What follows belongs to an exercise in optimizing a design on an open flow for small area, a short achievable clock period and few clock cycles; a production flow would make more cautious choices. Function was checked by simulation only, so behaviour that the tests miss may differ from the original.

==> flow/design.v (excerpt) <==
module sha256_v2(
    input wire i_clk,
    input wire i_rst,
    input wire i_write,
    input wire [7:0] i_N,
    input wire [8:0] i_bit_miss,
    input wire i_read,
    input wire [31:0] i_data,
    output reg [31:0] o_data,
    output reg o_done
);
Size: about 1200 flip-flops, about 62000 µm² of cells after synthesis.
Settings: LEC_CHECK=0, CAP_MARGIN=20, CORE_MARGIN=2, CORE_UTILIZATION=55, CTS_CLUSTER_DIAMETER=100, CTS_CLUSTER_SIZE=20, SLEW_MARGIN=20; clock period 20.0 ns.
standard.sh (not shown) runs the stock make flow with config.mk's settings and CLKGATE_MAP_FILE= SYNTH_SCRIPT=/design/flow/synth_recipe.tcl, a recipe that flattens the netlist after the stock synthesis.
==> flow/flow/run.sh <==
#!/bin/bash
# Layout flow: the standard synthesis, then the standard layout with
# the timing repair told to keep a setup margin, so that it closes the design
# at a shorter period than the 20 ns constraint, and with the ports buffered
# by plain buffers (which the repair may then resize). Each step's full
# output goes to a log file of its own here.
set -euo pipefail
MARGIN=14.9
bash standard.sh synth > synth.log 2>&1
bash standard.sh SETUP_SLACK_MARGIN=$MARGIN "BUFFER_PORTS_ARGS=-buffer_cell sky130_fd_sc_hd__buf_2" "CTS_ARGS=-sink_clustering_enable -repair_clock_nets -sink_clustering_size 20 -sink_clustering_max_diameter 100 -dont_use_dummy_load" finish > layout.log 2>&1
Testbench counts at the start, summed over its fixed seeds: cycles 12,948.
==> next run, changes <==
==> flow/flow/run.sh (replaced) <==
#!/bin/bash
# Layout flow: the standard synthesis, then the standard layout with
# the timing repair told to keep a setup margin, so that it closes the design
# at a shorter period than the 20 ns constraint, and with the ports buffered
# by plain buffers (which the repair may then resize); the flip-flops that
# drive output ports are placed next to the ports' buffers. Each step's full
# output goes to a log file of its own here. The repair after global routing
# keeps a larger margin, for what detailed routing adds.
set -euo pipefail
MARGIN=14.9
GRT_MARGIN=15.1
bash standard.sh synth > synth.log 2>&1
ARGS=("BUFFER_PORTS_ARGS=-buffer_cell sky130_fd_sc_hd__buf_2" "POST_GLOBAL_PLACE_TCL=$PWD/flow/place_io_flops.tcl" "CTS_ARGS=-sink_clustering_enable -repair_clock_nets -sink_clustering_size 20 -sink_clustering_max_diameter 100 -dont_use_dummy_load")
bash standard.sh SETUP_SLACK_MARGIN=$MARGIN "${ARGS[@]}" cts > layout.log 2>&1
bash standard.sh SETUP_SLACK_MARGIN=$GRT_MARGIN "${ARGS[@]}" finish > layout2.log 2>&1
==> flow/flow/place_io_flops.tcl (new file) <==
# After global placement: put each flip-flop that drives an output port's
# buffer next to that buffer, so the flop-to-port path has a short wire.
# Detailed placement legalizes the moved cells afterwards.
set block [ord::get_db_block]
set moved 0
foreach bterm [$block getBTerms] {
  if {[$bterm getIoType] ne "OUTPUT"} { continue }
  set net [$bterm getNet]
  if {$net eq "NULL"} { continue }
  set buf ""
  foreach it [$net getITerms] {
    if {[$it isOutputSignal]} { set buf [$it getInst] }
  }
  if {$buf eq ""} { continue }
  set ff ""
  foreach it [$buf getITerms] {
    if {![$it isInputSignal]} { continue }
    set n2 [$it getNet]
    if {$n2 eq "NULL"} { continue }
    foreach jt [$n2 getITerms] {
      if {[$jt isOutputSignal] && [[[$jt getInst] getMaster] isSequential]} { set ff [$jt getInst] }
    }
  }
  if {$ff eq ""} { continue }
  set loc [$buf getLocation]
  $ff setLocation [lindex $loc 0] [lindex $loc 1]
  incr moved
}
puts "place_io_flops: moved $moved flip-flops next to their output buffers"
- ABC_AREA: default -> 1
- CORE_UTILIZATION: 55 -> 60
=>
- design area shrinks by about 1.8%
- clock skew fell by 29 ps
- die area fell by 7.6%
- via count climbs by about 7%
- final cell count rose by about 9%
- wire length came out higher by 0.86%
- global-route usage grows by 3.4 points
==> next run, changes <==
==> flow/flow/run.sh (replaced) <==
#!/bin/bash
# Layout flow: the standard synthesis, then the standard layout with
# the timing repair told to keep a setup margin, so that it closes the design
# at a shorter period than the 20 ns constraint, and with the ports buffered
# by plain buffers (which the repair may then resize). Each step's full
# output goes to a log file of its own here.
set -euo pipefail
MARGIN=14.9
bash standard.sh synth > synth.log 2>&1
bash standard.sh SETUP_SLACK_MARGIN=$MARGIN MATCH_CELL_FOOTPRINT=0 TNS_END_PERCENT=50 "BUFFER_PORTS_ARGS=-buffer_cell sky130_fd_sc_hd__buf_2" "CTS_ARGS=-sink_clustering_enable -repair_clock_nets -sink_clustering_size 20 -sink_clustering_max_diameter 100 -dont_use_dummy_load" finish > layout.log 2>&1
removed: flow/flow/place_io_flops.tcl
Effect: Die area is unchanged; wire length grows by 1.7%; cell count hardly moves; critical path depth is unchanged; hold slack stays flat; final area decreases by 0.72%; via count grows by about 0.7%; worst setup slack got worse by 3.2 ps; core utilization shrinks by 0.47 points.

* * *

Starting RTL as in the previous note.
Settings: LEC_CHECK=0, ABC_AREA=1, CAP_MARGIN=20, CORE_MARGIN=2, CORE_UTILIZATION=60, CTS_CLUSTER_DIAMETER=100, CTS_CLUSTER_SIZE=20, SLEW_MARGIN=20; clock period 20.0 ns.
==> flow/flow/run.sh <==
#!/bin/bash
# Layout flow: the standard synthesis, then the standard layout with
# the timing repair told to keep a setup margin, so that it closes the design
# at a shorter period than the 20 ns constraint, and with the ports buffered
# by plain buffers (which the repair may then resize). Each step's full
# output goes to a log file of its own here. The repair after global routing
# keeps a larger margin, for what detailed routing adds.
set -euo pipefail
MARGIN=14.9
GRT_MARGIN=15.2
bash standard.sh synth > synth.log 2>&1
ARGS=("BUFFER_PORTS_ARGS=-buffer_cell sky130_fd_sc_hd__buf_2" "CTS_ARGS=-sink_clustering_enable -repair_clock_nets -sink_clustering_size 20 -sink_clustering_max_diameter 100 -dont_use_dummy_load")
bash standard.sh SETUP_SLACK_MARGIN=$MARGIN "${ARGS[@]}" cts > layout.log 2>&1
bash standard.sh SETUP_SLACK_MARGIN=$GRT_MARGIN "${ARGS[@]}" finish > layout2.log 2>&1
The baseline completed with no timing, DRC or antenna violations.
Testbench counts at the start, summed over its fixed seeds: cycles 12,948.
Change:
==> flow/flow/run.sh (replaced) <==
#!/bin/bash
# Layout flow: the standard synthesis, then the standard layout with
# the timing repair told to keep a setup margin, so that it closes the design
# at a shorter period than the 20 ns constraint, and with the ports buffered
# by plain buffers (which the repair may then resize); the flip-flops that
# drive output ports are placed next to the ports' buffers. Each step's full
# output goes to a log file of its own here.
set -euo pipefail
MARGIN=14.9
bash standard.sh synth > synth.log 2>&1
bash standard.sh SETUP_SLACK_MARGIN=$MARGIN "BUFFER_PORTS_ARGS=-buffer_cell sky130_fd_sc_hd__buf_2" "POST_GLOBAL_PLACE_TCL=$PWD/flow/place_io_flops.tcl" "CTS_ARGS=-sink_clustering_enable -repair_clock_nets -sink_clustering_size 20 -sink_clustering_max_diameter 100 -dont_use_dummy_load" finish > layout.log 2>&1
==> flow/flow/place_io_flops.tcl (new file) <==
# After global placement: put each flip-flop that drives an output port's
# buffer next to that buffer, so the flop-to-port path has a short wire.
# Detailed placement legalizes the moved cells afterwards.
set block [ord::get_db_block]
set moved 0
foreach bterm [$block getBTerms] {
  if {[$bterm getIoType] ne "OUTPUT"} { continue }
  set net [$bterm getNet]
  if {$net eq "NULL"} { continue }
  set buf ""
  foreach it [$net getITerms] {
    if {[$it isOutputSignal]} { set buf [$it getInst] }
  }
  if {$buf eq ""} { continue }
  set ff ""
  foreach it [$buf getITerms] {
    if {![$it isInputSignal]} { continue }
    set n2 [$it getNet]
    if {$n2 eq "NULL"} { continue }
    foreach jt [$n2 getITerms] {
      if {[$jt isOutputSignal] && [[[$jt getInst] getMaster] isSequential]} { set ff [$jt getInst] }
    }
  }
  if {$ff eq ""} { continue }
  set loc [$buf getLocation]
  $ff setLocation [lindex $loc 0] [lindex $loc 1]
  incr moved
}
puts "place_io_flops: moved $moved flip-flops next to their output buffers"
After rerunning: Cell count drops by 0.54%. Synthesized cell count is unchanged. Register-to-register slack degrades by 220 ps.
Change:
==> flow/flow/run.sh (replaced) <==
#!/bin/bash
# Layout flow: the standard synthesis, then the standard layout with
# the timing repair told to keep a setup margin, so that it closes the design
# at a shorter period than the 20 ns constraint, and with the ports buffered
# by plain buffers (which the repair may then resize); the flip-flops that
# drive output ports are placed next to the ports' buffers. Each step's full
# output goes to a log file of its own here. The repair after global routing
# keeps a larger margin, for what detailed routing adds.
set -euo pipefail
MARGIN=14.9
GRT_MARGIN=15.1
bash standard.sh synth > synth.log 2>&1
ARGS=("MATCH_CELL_FOOTPRINT=0" "BUFFER_PORTS_ARGS=-buffer_cell sky130_fd_sc_hd__buf_2" "POST_GLOBAL_PLACE_TCL=$PWD/flow/place_io_flops.tcl" "CTS_ARGS=-sink_clustering_enable -repair_clock_nets -sink_clustering_size 20 -sink_clustering_max_diameter 100 -dont_use_dummy_load")
bash standard.sh SETUP_SLACK_MARGIN=$MARGIN "${ARGS[@]}" cts > layout.log 2>&1
bash standard.sh SETUP_SLACK_MARGIN=$GRT_MARGIN "${ARGS[@]}" finish > layout2.log 2>&1
The changed run ran to the end with no violations.
Maximum frequency stays flat.
Wire length is higher slightly.
Clock skew is lower by 4.3 ps.
Clock-buffer cell count is unchanged.
Change:
==> flow/flow/run.sh (replaced) <==
#!/bin/bash
# Layout flow: the standard synthesis, then the standard layout with
# the timing repair told to keep a setup margin, so that it closes the design
# at a shorter period than the 20 ns constraint, and with the ports buffered
# by plain buffers (which the repair may then resize). Each step's full
# output goes to a log file of its own here.
set -euo pipefail
MARGIN=14.9
bash standard.sh synth > synth.log 2>&1
bash standard.sh SETUP_SLACK_MARGIN=$MARGIN "BUFFER_PORTS_ARGS=-buffer_cell sky130_fd_sc_hd__buf_2" finish > layout.log 2>&1
ABC_AREA = not set   (was 1)
removed: flow/flow/place_io_flops.tcl
The changed run completed without violations.
Die area shrinks by 0.65%.
Count of clock-buffer cells in the layout grows by 38.
Worst setup slack loses 49 ps.
Utilization grows by 0.98 points.
Cell count shrinks by 9.7%.
Wire length shrinks by 3.2%.

-- static timing again, ports no longer ideal --
In the flow no input, the clock included, has a driving cell. The finished layouts below were timed again as built, in two steps.
Step 1: set_driving_cell puts a clkbuf_16 on i_clk and a buf_2 on each other input, an assumption about the parent block.
Step 2 moves the port delays by t, midway between the first and last clock arrival at a register: inputs arrive t later, outputs are due t later. That takes back most of the time a late clock gives input paths.
a / b / c = ideal / step 1 / step 2; a / b = the first two.
run	shift t [ns]	setup slack, ns	worst setup path after step 2	clock arrival spread, ns	slew at the worst register clock pin (ns)
the first run of note 1	0.713	14.827 / 14.746 / 14.176	input to register	0.106 / 0.106	0.09 / 0.09
the second run of note 1	0.732	14.867 / 14.785 / 14.488	input to register	0.078 / 0.078	0.10 / 0.10
the third run of note 1	0.731	14.864 / 14.783 / 14.245	input to register	0.073 / 0.074	0.10 / 0.10
the first run of note 2	0.730	14.856 / 14.777 / 14.527	input to register	0.074 / 0.074	0.10 / 0.10
the second run of note 2	0.733	14.870 / 14.788 / 14.352	input to register	0.073 / 0.074	0.10 / 0.10
the third run of note 2	0.732	14.869 / 14.788 / 14.481	input to register	0.069 / 0.069	0.10 / 0.10
the fourth run of note 2	0.756	14.820 / 14.741 / 14.220	input to register	0.051 / 0.051	0.10 / 0.10
After both steps every run listed still meets setup and hold. For the first run of note 1, which loses most, drivers alone change the setup slack by -0.081 ns; drivers and shift together by -0.651 ns.
